What follows belongs to an exercise in optimizing a design on an open flow for small area and a short achievable clock period; a production flow would make more cautious choices. In this exercise RTL edits were held to simulation tests only and were not proved equivalent to the original.

==> inputs of build 62 <==
// MIPS_Core
module MIPS_Core (
input  wire          Clk_M,
input  wire          Reset_M,
output wire  [31:0]  PC_M,
input  wire  [31:0]  Instr_M,
output wire          MemWrite_M,
output wire  [31:0]  ALUOut_M,
output wire  [31:0]  WriteData_M,
input  wire  [31:0]  ReadData_M
);
wire [5:0]  op    = Instr_M[31:26];
wire [5:0]  funct = Instr_M[5:0];
wire [31:0] simm  = {{16{Instr_M[15]}}, Instr_M[15:0]};
wire is_r    = (op == 6'b00_0000);
wire is_addi = (op == 6'b00_1000);
wire is_lw   = (op == 6'b10_0011);
wire is_sw   = (op == 6'b10_1011);
wire is_beq  = (op == 6'b00_0100);
wire is_j    = (op == 6'b00_0010);
wire f_sub = (funct == 6'b10_0010);
wire f_slt = (funct == 6'b10_1010);
wire f_mul = (funct == 6'b01_1100);
wire        reg_write = is_r | is_addi | is_lw;
wire [4:0]  wr_addr   = is_r ? Instr_M[15:11] : Instr_M[20:16];
wire [31:0] rs_val, rt_val;
wire [31:0] wr_data;
reg [31:0] mem [0:31];
reg [31:0] valid;
always @(posedge Clk_M or negedge Reset_M)
    if (!Reset_M)
        valid <= 32'd0;
    else if (reg_write)
        valid[wr_addr] <= 1'b1;
always @(posedge Clk_M)
    if (reg_write)
  ...
==> module MIPS_Core, before the edit <==
module MIPS_Core (
input  wire          Clk_M,
input  wire          Reset_M,
output wire  [31:0]  PC_M,
input  wire  [31:0]  Instr_M,
output wire          MemWrite_M,
output wire  [31:0]  ALUOut_M,
output wire  [31:0]  WriteData_M,
input  wire  [31:0]  ReadData_M
);
wire [5:0]  op    = Instr_M[31:26];
wire [5:0]  funct = Instr_M[5:0];
wire [31:0] simm  = {{16{Instr_M[15]}}, Instr_M[15:0]};
wire is_r    = (op == 6'b00_0000);
wire is_addi = (op == 6'b00_1000);
wire is_lw   = (op == 6'b10_0011);
wire is_sw   = (op == 6'b10_1011);
wire is_beq  = (op == 6'b00_0100);
wire is_j    = (op == 6'b00_0010);
wire f_sub = (funct == 6'b10_0010);
wire f_slt = (funct == 6'b10_1010);
wire f_mul = (funct == 6'b01_1100);
wire        reg_write = is_r | is_addi | is_lw;
wire [4:0]  wr_addr   = is_r ? Instr_M[15:11] : Instr_M[20:16];
wire [31:0] rs_val, rt_val;
wire [31:0] wr_data;
reg [31:0] mem [0:31];
reg [31:0] valid;
always @(posedge Clk_M or negedge Reset_M)
    if (!Reset_M)
        valid <= 32'd0;
    else if (reg_write)
        valid[wr_addr] <= 1'b1;
always @(posedge Clk_M)
    if (reg_write)
        mem[wr_addr] <= wr_data;
wire [1023:0] mem_q;
genvar gi;
generate
    for (gi = 0; gi < 32; gi = gi + 1) begin : q_
        assign mem_q[32*gi +: 32] = mem[gi];
    end
endgenerate
wire [31:0] sel1, sel2;
RF_Decode Dec1 (.A(Instr_M[25:21]), .V(valid), .Sel(sel1));
RF_Decode Dec2 (.A(Instr_M[20:16]), .V(valid), .Sel(sel2));
wire [31:0] rs_addr;
RF_Read2 Rd1 (.Q(mem_q), .Sel(sel1), .RD(rs_val), .RDM(rs_addr));
RF_Read Rd2 (.Q(mem_q), .Sel(sel2), .RD(rt_val));
wire [31:0] addr;
Adder #(.W(32)) AddrAdd (.A(rs_addr), .B(simm), .Cin(1'b0), .C(addr));
wire        r_sub = is_beq | (is_r & (f_sub | f_slt));
wire [31:0] sum, prod;
ALU Alu (
    .SrcA(rs_val),
    .SrcB(rt_val),
    .Sub(r_sub),
    .Sum(sum),
    .Prod(prod)
);
wire        use_addr = is_lw | is_sw | is_addi;
wire [31:0] other = use_addr ? addr : (is_r & f_slt) ? {31'd0, sum[31]} : sum;
wire [31:0] alu_out = (is_r & f_mul) ? prod : other;
assign ALUOut_M    = alu_out;
assign WriteData_M = rt_val;
assign MemWrite_M  = is_sw;
assign wr_data     = (is_r & f_mul) ? prod : is_lw ? ReadData_M : other;
reg  [31:2] pc;
wire [31:2] pc4     = pc + 30'd1;
wire [31:2] pc_br   = pc4 + simm[29:0];
wire        take_br = is_beq & (rs_val == rt_val);
wire [31:2] pc_next = is_j    ? {pc4[31:28], Instr_M[25:0]} :
                      take_br ? pc_br : pc4;
always @(posedge Clk_M or negedge Reset_M)
    if (!Reset_M) pc <= 30'd0;
    else          pc <= pc_next;
assign PC_M = {pc, 2'b00};
endmodule
export LEC_CHECK = 0
export CAP_MARGIN = 20
export CORE_MARGIN = 2
export CORE_UTILIZATION = 30
export CTS_CLUSTER_DIAMETER = 60
export CTS_CLUSTER_SIZE = 25
export SLEW_MARGIN = 20
export SYNTH_HIERARCHICAL = 1
create_clock -name core_clock -period 22.0 [get_ports {Clk_M}]
standard.sh (not shown) runs the stock make flow with config.mk's settings and CLKGATE_MAP_FILE= SYNTH_SCRIPT=/design/flow/synth_recipe.tcl, a recipe that flattens the netlist after the stock synthesis.
==> flow/flow/run.sh <==
#!/bin/bash
# Layout: the standard flow (standard.sh), with three changes in how the
# layout is made. The SDC, the clock period and every step's script are the
# standard ones.
#  * ORFS's timing repair aims at a setup slack of 6 ns rather than 0, so that
#    it keeps speeding up the critical paths past what the 22 ns clock needs.
#  * Port buffering (still on every input and output) starts from buf_1; the
#    repair upsizes the ones on critical paths.
#  * After the standard synthesis, the a22oi/a21oi/o22ai gates that ABC sized
#    up to drive strength 2 start at strength 1; the repair upsizes the ones
#    on critical paths. Registers are not touched.
set -euo pipefail
ARGS=(SETUP_SLACK_MARGIN=6 "BUFFER_PORTS_ARGS=-buffer_cell sky130_fd_sc_hd__buf_1")
bash standard.sh "${ARGS[@]}" synth > synth.log 2>&1
NET=orfs/results/$FLOW_PLATFORM/MIPS_Core/base/1_2_yosys.v
sed -i -E 's/sky130_fd_sc_hd__(a22oi|a21oi|o22ai)_2 /sky130_fd_sc_hd__\1_1 /' "$NET"
touch "$NET"
bash standard.sh "${ARGS[@]}" finish > layout.log 2>&1
==> inputs of build 82, as changes to build 62 <==
--- a/flow/design.v
+++ b/flow/design.v
@@ -2312,3 +2312,3 @@
 Adder #(.W(32)) AddrAdd (.A(rs_addr), .B(simm), .Cin(1'b0), .C(addr));
-wire        r_sub = is_beq | (is_r & (f_sub | f_slt));
+wire        r_sub = f_sub | f_slt;
 wire [31:0] sum, prod;
@@ -2321,9 +2321,7 @@
 );
-wire        use_addr = is_lw | is_sw | is_addi;
-wire [31:0] other = use_addr ? addr : (is_r & f_slt) ? {31'd0, sum[31]} : sum;
-wire [31:0] alu_out = (is_r & f_mul) ? prod : other;
-assign ALUOut_M    = alu_out;
+wire [31:0] other = is_lw ? ReadData_M : is_r ? (f_slt ? {31'd0, sum[31]} : sum) : addr;
+assign ALUOut_M    = addr;
 assign WriteData_M = rt_val;
 assign MemWrite_M  = is_sw;
-assign wr_data     = (is_r & f_mul) ? prod : is_lw ? ReadData_M : other;
+assign wr_data     = (is_r & f_mul) ? prod : other;
 reg  [31:2] pc;
--- a/flow/flow/run.sh
+++ b/flow/flow/run.sh
@@ -4,3 +4,3 @@
 # standard ones.
-#  * ORFS's timing repair aims at a setup slack of 6 ns rather than 0, so that
+#  * ORFS's timing repair aims at a setup slack of 10 ns rather than 0, so that
 #    it keeps speeding up the critical paths past what the 22 ns clock needs.
@@ -12,3 +12,3 @@
 set -euo pipefail
-ARGS=(SETUP_SLACK_MARGIN=6 "BUFFER_PORTS_ARGS=-buffer_cell sky130_fd_sc_hd__buf_1")
+ARGS=(SETUP_SLACK_MARGIN=10 "BUFFER_PORTS_ARGS=-buffer_cell sky130_fd_sc_hd__buf_1")
 bash standard.sh "${ARGS[@]}" synth > synth.log 2>&1
==> key figures <==
Detailed routing
  • First-pass DRT Iterations: 12
  • M1 WL: between 90000 and 100000 um

Logic synthesis
  • Mapped Area: a little over 60000 um2

Clock network
  • Post-CTS sizing: ~240

Run status
  • Outcome: timing/DRC/antenna clean
Source of the figures above: build 62

==> key figures <==
Run status
  • Outcome: timing/DRC/antenna clean

Clock network
  • Post-CTS sizing: between 300 and 400

Detailed routing
  • First-pass DRT Iterations: 13
  • M1 WL: approximately 88000 um

Logic synthesis
  • Mapped Area: between 60000 and 70000 um2

Finish
  • Non-clk buf share: a little under 5%
Source of the figures above: build 82

## afterwards: timing with drivers on the ports
How much do the figures lean on ideal ports? The routed layouts below were timed once more, with nothing changed but the port constraints. Step 1: set_driving_cell puts a clkbuf_16 on Clk_M and a buf_2 on each other input, an assumption about the parent block. Step 2 adds t to the input delays and takes it off the output delays; t is the mean of the earliest and latest rising clock arrival at the registers after step 1. Input paths then give back, and output paths get back, about the clock's delay inside the block. a / b / c = no drivers / after step 1 / after step 2; a / b = the first two.
| run | t (ns) | setup WS [ns] | worst setup path after step 2 | slew at the worst register clock pin (ns) |
|---|---|---|---|---|
| build 62 | 0.800 | 6.062 / 5.901 / 5.901 | input to output | 0.10 / 0.10 |
| build 82 | 0.806 | 9.636 / 9.554 / 9.232 | input to register | 0.10 / 0.10 |
After both steps setup and hold are still met in every run listed. For build 82, which loses most, drivers alone change the setup slack by -0.082 ns; drivers and shift together by -0.404 ns.
